What follows belongs to an exercise in optimizing a design on an open flow for small area; a production flow would make more cautious choices.
Only simulation tests tie the RTL to the original design; equivalence was not proved.
Power figures rest on the tool's default switching activity, not on a simulated workload.

Setup of job 1335:
==> flow/design.v <==
module tracker(clk, rst, step, one_hz, count, miles_reg, active);
input clk, rst, step, one_hz;
output reg [15:0] count;    
output [5:0] miles_reg;     
output reg [3:0] active;    
reg no_step;
reg s1, s2, s3;
reg [15:0] sec;
reg [3:0] nsec;
wire tick = s2 & ~s3;
wire nine = nsec[3] & nsec[0];
assign miles_reg = count[15:10] - {5'd0, ~no_step & (count[9:0] == 10'd0)};
always @(posedge clk or posedge rst) begin
  if (rst) begin
    count <= 16'd0;
    no_step <= 1'b1;
    s1 <= 1'b0; s2 <= 1'b0; s3 <= 1'b0;
    sec <= 16'd0;
    nsec <= 4'd0;
    active <= 4'd0;
  end else begin
    if (step) begin
      count <= count + 16'd1;
      no_step <= 1'b0;
    end
    s1 <= one_hz; s2 <= s1; s3 <= s2;
    if (tick) sec <= 16'd0;
    else if (step) sec <= sec + 16'd1;
    if (tick & ~nine) begin
      nsec <= nsec + 4'd1;
      if (sec > 16'd32) active <= active + 4'd1;
    end
  end
end
endmodule
module bcd(clk, rst, step, wrap, dec);
input clk, rst, step, wrap;
output reg [15:0] dec;
wire [3:0] nine;
genvar i;
generate for (i = 0; i < 4; i = i + 1) begin : g
  assign nine[i] = dec[4*i+3] & dec[4*i];
end endgenerate
wire full = &nine;
wire [3:0] inc;
assign inc[0] = step & (~full | wrap);
assign inc[1] = inc[0] & nine[0];
assign inc[2] = inc[1] & nine[1];
assign inc[3] = inc[2] & nine[2];
integer j;
always @(posedge clk or posedge rst) begin
  if (rst) dec <= 16'd0;
  else
    for (j = 0; j < 4; j = j + 1)
      if (inc[j]) dec[4*j +: 4] <= nine[j] ? 4'd0 : dec[4*j +: 4] + 4'd1;
end
endmodule
module step_tracker(clk, rst, step, one_hz, disp_sel, si, steps_bcd, miles, half_mile, active_secs, seg, an);
input clk, rst, step, one_hz;
input [1:0] disp_sel;
output si;
output [15:0] steps_bcd;    
output [4:0] miles;         
output half_mile;           
output [3:0] active_secs;   
output reg [6:0] seg;       
output reg [3:0] an;        
wire [15:0] count;
wire [5:0] miles_reg;
tracker tracker_inst(clk, rst, step, one_hz, count, miles_reg, active_secs);
bcd bcd_inst(clk, rst, step, step & (&count), steps_bcd);
assign si = (count > 16'd9999);
assign miles = miles_reg[5:1];
assign half_mile = miles_reg[0];
reg [14:0] lfsr;
reg [1:0] k;
wire lz = (lfsr[13:0] == 14'd0);
always @(posedge clk or posedge rst)
  if (rst) begin
    lfsr <= 15'd0;
    k <= 2'd0;
  end else begin
    lfsr <= {lfsr[13:0], lfsr[14] ^ lfsr[13] ^ lz};
    if (lfsr[14] & lz) k <= k + 2'd1;
  end
reg [4:0] code;
always @(*) begin
  case (disp_sel)
    2'd0: case (k)
            2'd0: code = {1'b0, steps_bcd[3:0]};
            2'd1: code = {1'b0, steps_bcd[7:4]};
            2'd2: code = {1'b0, steps_bcd[11:8]};
            default: code = {1'b0, steps_bcd[15:12]};
          endcase
    2'd1: case (k)
            2'd0: code = half_mile ? 5'd5 : 5'd0;
            2'd1: code = 5'd31;
            2'd2: code = miles;
            default: code = 5'd0;
          endcase
    default: code = (k == 2'd0) ? {1'b0, active_secs} : 5'd0;
  endcase
  case (k)
    2'd0: an = 4'b1110;
    2'd1: an = 4'b1101;
    2'd2: an = 4'b1011;
    default: an = 4'b0111;
  endcase
  case (code)
    5'd0: seg = 7'b1000000;
    5'd1: seg = 7'b1111001;
    5'd2: seg = 7'b0100100;
    5'd3: seg = 7'b0110000;
    5'd4: seg = 7'b0011001;
    5'd5: seg = 7'b0010010;
    5'd6: seg = 7'b0000010;
    5'd7: seg = 7'b1111000;
    5'd8: seg = 7'b0000000;
    5'd9: seg = 7'b0010000;
    5'd10: seg = 7'b0001000;
    5'd11: seg = 7'b0000011;
    5'd12: seg = 7'b1000110;
    5'd13: seg = 7'b0100001;
    5'd14: seg = 7'b0000110;
    5'd15: seg = 7'b0001110;
    default: seg = 7'b1111111;
  endcase
end
endmodule
==> flow/config.mk <==
export PLATFORM = sky130hd
export DESIGN_NAME = step_tracker
export DESIGN_NICKNAME = step_tracker
export VERILOG_FILES = /design/flow/design.v
export SDC_FILE = /design/flow/constraint.sdc
export NUM_CORES = 4
export LEC_CHECK = 0
export CAP_MARGIN = 20
export CORE_MARGIN = 2
export CORE_UTILIZATION = 40
export CTS_BUF_LIST = sky130_fd_sc_hd__clkbuf_4
export PLACE_DENSITY = 0.6
export SLEW_MARGIN = 20
==> flow/constraint.sdc <==
create_clock -name core_clock -period 20.0 [get_ports {clk}]
set_input_delay 4.0000 -clock core_clock [delete_from_list [all_inputs] [get_ports {clk}]]
set_output_delay 4.0000 -clock core_clock [all_outputs]
set_load 0.01 [all_outputs]
run.sh (not shown) runs the stock make flow with config.mk's settings and CLKGATE_MAP_FILE= SYNTH_SCRIPT=/design/flow/synth_recipe.tcl, a recipe that flattens the netlist after the stock synthesis.
Job 1335: no failed stages, no open violations at the end
Relative to job 1335, the following input files were edited for job 5101:
Settings: CTS_BUF_LIST removed (was sky130_fd_sc_hd__clkbuf_4).
==> flow/flow/run.sh (new file) <==
#!/bin/bash
# Layout flow: the standard flow, with three changes to how it maps the
# design to cells:
#  - synthesis maps the logic with an area-oriented ABC script
#    (flow/abc_area.script) and without Yosys's full-adder extraction;
#  - ports are buffered with the smallest buffer, buf_1;
#  - CTS builds the clock tree from small clock buffers, without dummy loads.
# Registers, their names and cell types are those of the standard synthesis.
set -euo pipefail
work=$(pwd)
rm -rf "$work/scripts"
cp -r "$FLOW_HOME/scripts" "$work/scripts"
cp "$work/flow/abc_area.script" "$work/scripts/abc_area.script"

bash standard.sh SCRIPTS_DIR="$work/scripts" ABC_AREA=1 ADDER_MAP_FILE= synth > "$work/synth.log" 2>&1

export BUFFER_PORTS_ARGS="-buffer_cell sky130_fd_sc_hd__buf_1"
export CTS_ARGS="-sink_clustering_enable -repair_clock_nets -dont_use_dummy_load -buf_list {sky130_fd_sc_hd__clkbuf_4 sky130_fd_sc_hd__clkbuf_8}"
bash standard.sh > "$work/layout.log" 2>&1
==> flow/flow/abc_area.script (new file) <==
strash
&get -n
&deepsyn -T 20
&put
dch -f
amap
topo
stime -c
==> flow/standard.sh (new file) <==
#!/bin/bash
# synth_recipe.tcl (not shown) runs the flow's synth.tcl, then flattens the netlist and writes it again
# the make line also repeats each setting of config.mk as NAME=value (left out here)
make -C /OpenROAD-flow-scripts/flow DESIGN_CONFIG=/design/flow/config.mk WORK_HOME=/design/flow/orfs CLKGATE_MAP_FILE= SYNTH_SCRIPT=/design/flow/synth_recipe.tcl "${@:-finish}"
removed: flow/run.sh
### Flow results
Per the comparison of job 5101 with job 1335, total instance count after detailed placement dropped about 10%; clock period minus worst slack fell 0.12 ns; setup slack higher; instance area after placement saw a decrease.
Wire length on met1 down about 17% in job 5101 wrt job 1335
Lower instance count on the critical path among job 1335 and job 5101: job 1335
## Diff of input files: job 9648 against job 5101
Settings: putting CTS_BUF_LIST at sky130_fd_sc_hd__clkbuf_8 where nothing was set; putting CTS_CLUSTER_DIAMETER at 100 where nothing was set; putting CTS_CLUSTER_SIZE at 40 where nothing was set.
==> flow/run.sh (new file) <==
#!/bin/bash
# synth_recipe.tcl (not shown) runs the flow's synth.tcl, then flattens the netlist and writes it again
# the make line also repeats each setting of config.mk as NAME=value (left out here)
make -C /OpenROAD-flow-scripts/flow DESIGN_CONFIG=/design/flow/config.mk WORK_HOME=/design/flow/orfs CLKGATE_MAP_FILE= SYNTH_SCRIPT=/design/flow/synth_recipe.tcl finish
removed: flow/flow/run.sh
removed: flow/flow/abc_area.script
removed: flow/standard.sh
In the flow results for job 9648 and job 5101, the setup slack is smaller on job 9648. In the flow results for job 9648 and job 5101, the per-cell routed wire length is smaller on job 5101. Compared with job 5101, job 9648 shows a higher final instance area. Note that the via count of the first global-routing pass recorded for job 9648 amounts to 1.3 times the value seen in job 5101. Job 9648 vs job 5101: post-synth design cell area up by more than 10%. Cell depth of the worst flop-to-flop path, job 9648 and job 5101: smaller value in job 9648. Job 9648 ends up with higher overall die area than job 5101 does. Job 9648 vs. job 5101: headroom to the max-slew limit saw a decrease; post-synthesis to final-layout area growth went up; global-route usage essentially unchanged. Part of the total power dissipated in combinational logic: job 9648 > job 5101.
Relative to job 9648, the following input files were edited for job 6919:
Settings: removing CTS_CLUSTER_SIZE (formerly 40); removing CTS_BUF_LIST (formerly sky130_fd_sc_hd__clkbuf_8); removing CTS_CLUSTER_DIAMETER (formerly 100).
==> flow/flow/run.sh (new file) <==
#!/bin/bash
# Layout flow: the standard flow, with three changes to how it maps the
# design to cells:
#  - synthesis maps the logic with an area-oriented ABC script
#    (flow/abc_area.script) and without Yosys's full-adder extraction;
#  - ports are buffered with the smallest buffer, buf_1;
#  - CTS builds the clock tree from small clock buffers, without dummy loads.
# Registers, their names and cell types are those of the standard synthesis.
set -euo pipefail
work=$(pwd)
rm -rf "$work/scripts"
cp -r "$FLOW_HOME/scripts" "$work/scripts"
cp "$work/flow/abc_area.script" "$work/scripts/abc_area.script"

bash standard.sh SCRIPTS_DIR="$work/scripts" ABC_AREA=1 ADDER_MAP_FILE= synth > "$work/synth.log" 2>&1

export BUFFER_PORTS_ARGS="-buffer_cell sky130_fd_sc_hd__buf_1"
export CTS_ARGS="-sink_clustering_enable -repair_clock_nets -dont_use_dummy_load -sink_clustering_size 80 -sink_clustering_max_diameter 500 -buf_list {sky130_fd_sc_hd__clkbuf_8 sky130_fd_sc_hd__clkbuf_16}"
bash standard.sh > "$work/layout.log" 2>&1
==> flow/flow/abc_area.script (new file) <==
strash
&get -n
&deepsyn -T 20
&put
dch -f
amap
topo
stime -c
==> flow/standard.sh (new file) <==
#!/bin/bash
# synth_recipe.tcl (not shown) runs the flow's synth.tcl, then flattens the netlist and writes it again
# the make line also repeats each setting of config.mk as NAME=value (left out here)
make -C /OpenROAD-flow-scripts/flow DESIGN_CONFIG=/design/flow/config.mk WORK_HOME=/design/flow/orfs CLKGATE_MAP_FILE= SYNTH_SCRIPT=/design/flow/synth_recipe.tcl "${@:-finish}"
removed: flow/run.sh
==> comparison <==
On synthesized-area fraction occupied by and/or/nand/nor cells: between job 9648 and job 6919, it ends up lower for job 9648. Area of all placed cells without fillers (lower): job 6919. Leakage power total shrinks by more than a quarter when moving from job 9648 to job 6919.

## what the ideal ports hide
The flow's constraints put no driver on any port. The routed layouts listed below were extracted and timed again, unchanged, in two steps.
Step 1, drivers: a clkbuf_16 drives clk and a buf_2 each remaining input, both assumed.
Step 2 times the ports against the registers' clock, not the clock port: input delays grow and output delays shrink by t, the midpoint of the rising clock arrivals with the driver on.
Three values: no drivers, after step 1, after step 2; two values: the first two.
run | t, ns | slack for setup (ns) | worst setup path at the end | latest minus earliest clock arrival (ns) | slew at the worst register clock pin (ns)
job 1335 | 0.441 | 9.275 / 9.248 / 9.248 | input to output | 0.009 / 0.010 | 0.12 / 0.12
job 5101 | 0.358 | 9.400 / 9.379 / 9.379 | input to output | 0.023 / 0.023 | 0.08 / 0.08
job 9648 | 0.371 | 9.277 / 9.250 / 9.250 | input to output | 0.011 / 0.010 | 0.08 / 0.08
job 6919 | 0.355 | 9.542 / 9.506 / 9.506 | input to output | 0.031 / 0.031 | 0.09 / 0.09
After both steps setup and hold are still met in every run listed. For job 6919, which loses most, drivers alone change the setup slack by -0.036 ns; drivers and shift together by -0.036 ns.
